From an optimization exercise on the open Yosys and OpenROAD flow, aimed at small area, a short achievable clock period and few clock cycles per item; shortcuts taken in it are not production practice.
In this exercise RTL edits were held to simulation tests only and were not proved equivalent to the original.
The clock port is modelled as an ideal driver, which makes a skipped or thinned clock tree look cheaper than it is; a real chip needs a root buffer or a tree.
Power and IR drop assume default switching activity.

## boron_enc
module boron_enc (
    input  clk, rst, start, input [63:0] plain_text, input [79:0] master_key,
    output reg done, output [63:0] cipher_text
);
    reg        busy;
    reg [4:0]  rc;           
    reg [63:0] x;
    reg [79:0] k;
    wire [63:0] sp;
    wire [79:0] k_upd;
    add_round_key ark(.i_ark_msg(x), .i_ark_key(64'd0), .o_ark_cipher(sp));
    key_scheduler ks(.clk(clk), .rst(rst), .round_counter(rc + 5'd1), .i_ks_oldkey(k), .o_ks_newkey(k_upd));
    wire [79:0] k_next = busy ? k_upd : master_key;
    wire [63:0] x_next = (busy ? sp : plain_text) ^ k_next[63:0];
    always @(posedge clk) begin
        x <= x_next;
        k <= k_next;
        rc <= busy ? rc + 5'd1 : 5'd0;
    end
    always @(posedge clk) begin
        if (!rst) begin
            busy <= 1'b0;
            done <= 1'b0;
        end else begin
            done <= busy && rc == 5'd24;
            if (!busy)
                busy <= start;
  ...
For scale: ~880 cells after synthesis, roughly 150 flip-flops, roughly 210 I/O pins.
Settings: LEC_CHECK=0, CAP_MARGIN=20, CORE_MARGIN=2, CORE_UTILIZATION=65, SETUP_SLACK_MARGIN=3.15, SLEW_MARGIN=20; clock period 5.0 ns.
standard.sh (not shown) runs the stock make flow with config.mk's settings and CLKGATE_MAP_FILE= SYNTH_SCRIPT=/design/flow/synth_recipe.tcl, a recipe that flattens the netlist after the stock synthesis.
==> flow/flow/run.sh <==
#!/bin/bash
# Standard layout with two changes: smaller port buffers (ports.tcl) and a
# one-level clock tree (cts.tcl).
set -euo pipefail
here=$(pwd)
args=("PRE_GLOBAL_PLACE_TCL=$here/flow/ports.tcl" "PRE_CTS_TCL=$here/flow/cts.tcl")
if [[ -f flow/extra.txt ]]; then while read -r l; do [[ -n "$l" ]] && args+=("$l"); done < flow/extra.txt; fi
bash standard.sh "${args[@]}" finish > standard.log 2>&1
Other scripts of this flow, unchanged in this note and not shown: flow/flow/cts.tcl, flow/flow/extra.txt, flow/flow/ports.tcl
The first run finished clean.
Testbench counts at the start, summed over its fixed seeds: cycles 9,992, items 384.
Change:
Settings changed: CORE_UTILIZATION 65 to 40, SETUP_SLACK_MARGIN 3.15 to 3.0.
Outcome:
- final area came out lower by 11%
- global-route usage came out lower by 10 points
- area after synthesis is unchanged
Change:
Settings changed: CORE_UTILIZATION 40 to 80.
What happened: Die area falls by about 50%. Cell area falls by about 1.1%. Hold slack hardly moves. Clock skew falls by 0.0036 ns. Register-to-register slack is worse by 0.15 ns. Cell count falls by about 10%. Global-route usage rises by 22 points. Critical path depth stays the same. Wire length rises by about 20%. Via count rises by about 20%.
In every run of this note, the design's own scripts or RTL, not TritonCTS, make the clock network.

* * *

The RTL this note starts from:
==> flow/design.v <==
module s_box (
    input [3:0] i_sb, output [3:0] o_sb
);
    assign o_sb[0] = (!i_sb[3]&!i_sb[2]&i_sb[1]) | (!i_sb[2]&i_sb[1]&i_sb[0]) 
    | (!i_sb[3]&i_sb[2]&!i_sb[1]) | (i_sb[2]&!i_sb[1]&i_sb[0]) | 
    (i_sb[3]&!i_sb[2]&!i_sb[1]&!i_sb[0]) | (i_sb[3]&i_sb[2]&i_sb[1]&!i_sb[0]);
    assign o_sb[1] = (!i_sb[3]&!i_sb[2]&!i_sb[0]) | (!i_sb[3]&!i_sb[1]&!i_sb[0]) | (i_sb[2]&i_sb[1]&i_sb[0]) 
| (i_sb[3]&!i_sb[2]&i_sb[0]) | (i_sb[3]&i_sb[2]&i_sb[1]);
    assign o_sb[2] = (!i_sb[3]&!i_sb[2]&!i_sb[1]) | (!i_sb[2]&!i_sb[1]&!i_sb[0]) | (!i_sb[3]&i_sb[2]&!i_sb[0]) 
| (i_sb[3]&i_sb[1]&i_sb[0]) | (i_sb[3]&i_sb[2]&i_sb[0]);
    assign o_sb[3] = (!i_sb[3]&!i_sb[2]&!i_sb[0]) | (!i_sb[3]&i_sb[1]&!i_sb[0]) | (!i_sb[3]&i_sb[2]&i_sb[0]) 
| (i_sb[3]&!i_sb[1]&!i_sb[0]) | (i_sb[3]&!i_sb[2]&i_sb[1]&i_sb[0]);
endmodule
module block_shuffle (
    input [15:0] i_bs, output [15:0] o_bs
);
    assign o_bs = {i_bs[7:4], i_bs[3:0], i_bs[15:12], i_bs[11:8]};
endmodule
module round_permutation #(
    parameter [5:0] shift = 5'b0000,
    parameter [7:0] data_length = 8'd16
)(
    input [data_length - 1:0] i_rp,  output [data_length - 1:0] o_rp
); 
assign o_rp = (i_rp << shift) | (i_rp >> (data_length - shift));
endmodule
module XOR_layer (
    input [63:0] i_xor, output [63:0] o_xor
);
    assign o_xor = {(i_xor[63:48]^i_xor[47:32]^i_xor[15:0]), (i_xor[47:32]^i_xor[15:0]),(i_xor[63:48]^i_xor[31:16]), (i_xor[63:48]^i_xor[31:16]^i_xor[15:0])};
endmodule
module permutation_layer (
    input [63:0] i_pl, output [63:0] o_pl
);
    wire [63:0] bs2rp;
    wire [63:0] rp2xor;
    genvar i;
    generate
        for (i = 0; i < 4; i = i +1 ) begin
            block_shuffle bs(.i_bs(i_pl[(16*i + 15):16*i]), .o_bs(bs2rp[(16*i + 15):16*i]));
        end
    endgenerate
            round_permutation #(.shift(1), .data_length(16)) rp0(.i_rp(bs2rp[(16*0 + 15):16*0]), .o_rp(rp2xor[15:0]));
            round_permutation #(.shift(4), .data_length(16)) rp1(.i_rp(bs2rp[(16*1 + 15):16*1]), .o_rp(rp2xor[(16 + 15):16*1]));
            round_permutation #(.shift(7), .data_length(16)) rp2(.i_rp(bs2rp[(16*2 + 15):16*2]), .o_rp(rp2xor[(16*2 + 15):16*2]));
            round_permutation #(.shift(9), .data_length(16)) rp3(.i_rp(bs2rp[(16*3 + 15):16*3]), .o_rp(rp2xor[(16*3 + 15):16*3]));
    XOR_layer xl(.i_xor(rp2xor), .o_xor(o_pl));
endmodule
module add_round_key (
    input [63:0] i_ark_msg, input [63:0] i_ark_key,
    output [63:0] o_ark_cipher
);
    wire [63:0] xor_msg_key;
    wire [63:0] sb2pl;
    assign xor_msg_key = i_ark_key ^ i_ark_msg;
    genvar j;
    generate    
    for(j=0; j < 16; j = j + 1) begin
            s_box sb(.i_sb(xor_msg_key[(4*j + 3):4*j]), .o_sb(sb2pl[(4*j + 3):4*j]));
        end
    endgenerate
    permutation_layer pl(.i_pl(sb2pl), .o_pl(o_ark_cipher));
endmodule
module key_scheduler (
    input clk, rst, input [4:0] round_counter, input [79:0] i_ks_oldkey, output [79:0] o_ks_newkey 
);
    wire [79:0] level_shift;
    wire [79:0] level_sbox;
    wire [4:0] xor_rc;
    round_permutation #(.shift(13), .data_length(80)) rp (.i_rp(i_ks_oldkey), .o_rp(level_shift));
    s_box sb(.i_sb(level_shift[3:0]), .o_sb(level_sbox[3:0]));
    assign level_sbox[79:4] = level_shift[79:4];
    assign xor_rc = level_sbox[63:59]^(round_counter -1);
    assign o_ks_newkey = {level_sbox[79:64], xor_rc, level_sbox[58:0]};
endmodule
module boron_enc (
    input  clk, rst, start, input [63:0] plain_text, input [79:0] master_key,
    output reg done, output [63:0] cipher_text
);
    reg        busy;
    reg [4:0]  rc;           
    reg [63:0] x;
    reg [79:0] k;
    wire [63:0] x_next;
    wire [79:0] k_next;
    boron_dp dp(.busy(busy), .rc(rc), .x(x), .k(k), .pt(plain_text), .mk(master_key),
                .x_next(x_next), .k_next(k_next));
    always @(posedge clk) begin
        x <= x_next;
        k <= k_next;
        rc <= busy ? rc + 5'd1 : 5'd0;
    end
    always @(posedge clk) begin
        if (!rst) begin
            busy <= 1'b0;
            done <= 1'b0;
        end else begin
            done <= busy && rc == 5'd24;
            if (!busy)
                busy <= start;
            else if (rc == 5'd24)
                busy <= 1'b0;
        end
    end
    assign cipher_text = x;
endmodule
module boron_dp (
    input busy, input [4:0] rc, input [63:0] x, input [79:0] k,
    input [63:0] pt, input [79:0] mk,
    output [63:0] x_next, output [79:0] k_next
);
    wire [63:0] sp;
    wire [79:0] k_upd;
    add_round_key ark(.i_ark_msg(x), .i_ark_key(64'd0), .o_ark_cipher(sp));
    key_scheduler ks(.clk(1'b0), .rst(1'b0), .round_counter(rc + 5'd1), .i_ks_oldkey(k), .o_ks_newkey(k_upd));
    assign k_next = busy ? k_upd : mk;
    assign x_next = (busy ? sp : pt) ^ k_next[63:0];
endmodule
clock: 5.0 ns
lec_check: 0
cap_margin: 20
core_margin: 2
core_utilization: 65
setup_slack_margin: 3.05
slew_margin: 20
==> flow/flow/run.sh <==
#!/bin/bash
# Standard layout with three changes:
#  - the design's boron_dp module (the round's next-state logic) is replaced by
#    the same function mapped by hand to cells (dp_mapped.v, from gen/mkdp.py);
#    the registers and the rest of the design go through the standard synthesis;
#  - smaller port buffers (ports.tcl);
#  - a clock tree with the same number of buffers to every register (cts.tcl).
set -euo pipefail
here=$(pwd)
python3 flow/subst.py design.v flow/dp_mapped.v > design_mapped.v 2> subst.log
args=("VERILOG_FILES=$here/design_mapped.v" "PRE_GLOBAL_PLACE_TCL=$here/flow/ports.tcl" "PRE_CTS_TCL=$here/flow/cts.tcl")
if [[ -f flow/extra.txt ]]; then while read -r l; do [[ -n "$l" ]] && args+=("$l"); done < flow/extra.txt; fi
bash standard.sh "${args[@]}" finish > standard.log 2>&1
Other scripts of this flow, unchanged in this note and not shown: flow/flow/cts.tcl, flow/flow/dp_mapped.v, flow/flow/extra.txt, flow/flow/ports.tcl, flow/flow/subst.py
The first run ran to the end with no violations.
Testbench counts at the start, summed over its fixed seeds: cycles 9,992, items 384.
Edit:
- SETUP_SLACK_MARGIN: 3.05 -> 3.0
Outcome: The new run produced a clean layout. Wire length drops by about 2%. Design area went down by about 2.6%. Cell count went down by about 0.7%. Power shrinks by 5.8%. Worst setup slack gets worse by 0.10 ns. Global-route usage falls by 0.27 points. Synthesized cell count is unchanged. Clock power increases by about 0.7%. Synthesized area stays the same. First-iteration DRC count went up by 59%. Via count barely changes.
In every run of this note, the design's own scripts or RTL, not TritonCTS, make the clock network.

separate check: timing with driven ports:
Ports are ideal in the flow. The routed layouts listed here were re-timed in OpenROAD. Step 1 (the two cells are an assumption about what drives the block):
set clk [get_ports {clk}]
set_driving_cell -lib_cell sky130_fd_sc_hd__clkbuf_16 $clk
set_driving_cell -lib_cell sky130_fd_sc_hd__buf_2 [delete_from_list [all_inputs] $clk]
Step 2 moves the port delays by t, midway between the first and last clock arrival at a register: inputs arrive t later, outputs are due t later. That takes back most of the time a late clock gives input paths. Three values: ideal, step 1, step 2; two values: the first two.
| run | t, ns | slack for setup (ns) | latest minus earliest clock arrival (ns) | worst register clock-pin slew, ns |
|---|---|---|---|---|
| the first run of note 1 | 0.359 | 3.123 / 3.077 / 3.088 | 0.010 / 0.010 | 0.08 / 0.08 |
| the second run of note 1 | 0.368 | 3.058 / 3.000 / 3.058 | 0.010 / 0.011 | 0.08 / 0.08 |
| the third run of note 1 | 0.369 | 2.909 / 2.909 / 2.909 | 0.007 / 0.006 | 0.08 / 0.08 |
| the first run of note 2 | 0.367 | 3.050 / 3.002 / 3.050 | 0.018 / 0.017 | 0.12 / 0.12 |
| the second run of note 2 | 0.364 | 2.946 / 2.929 / 2.946 | 0.020 / 0.020 | 0.12 / 0.12 |
After both steps setup and hold are still met in every run listed. For the first run of note 1, which loses most, drivers alone change the setup slack by -0.046 ns; drivers and shift together by -0.035 ns.
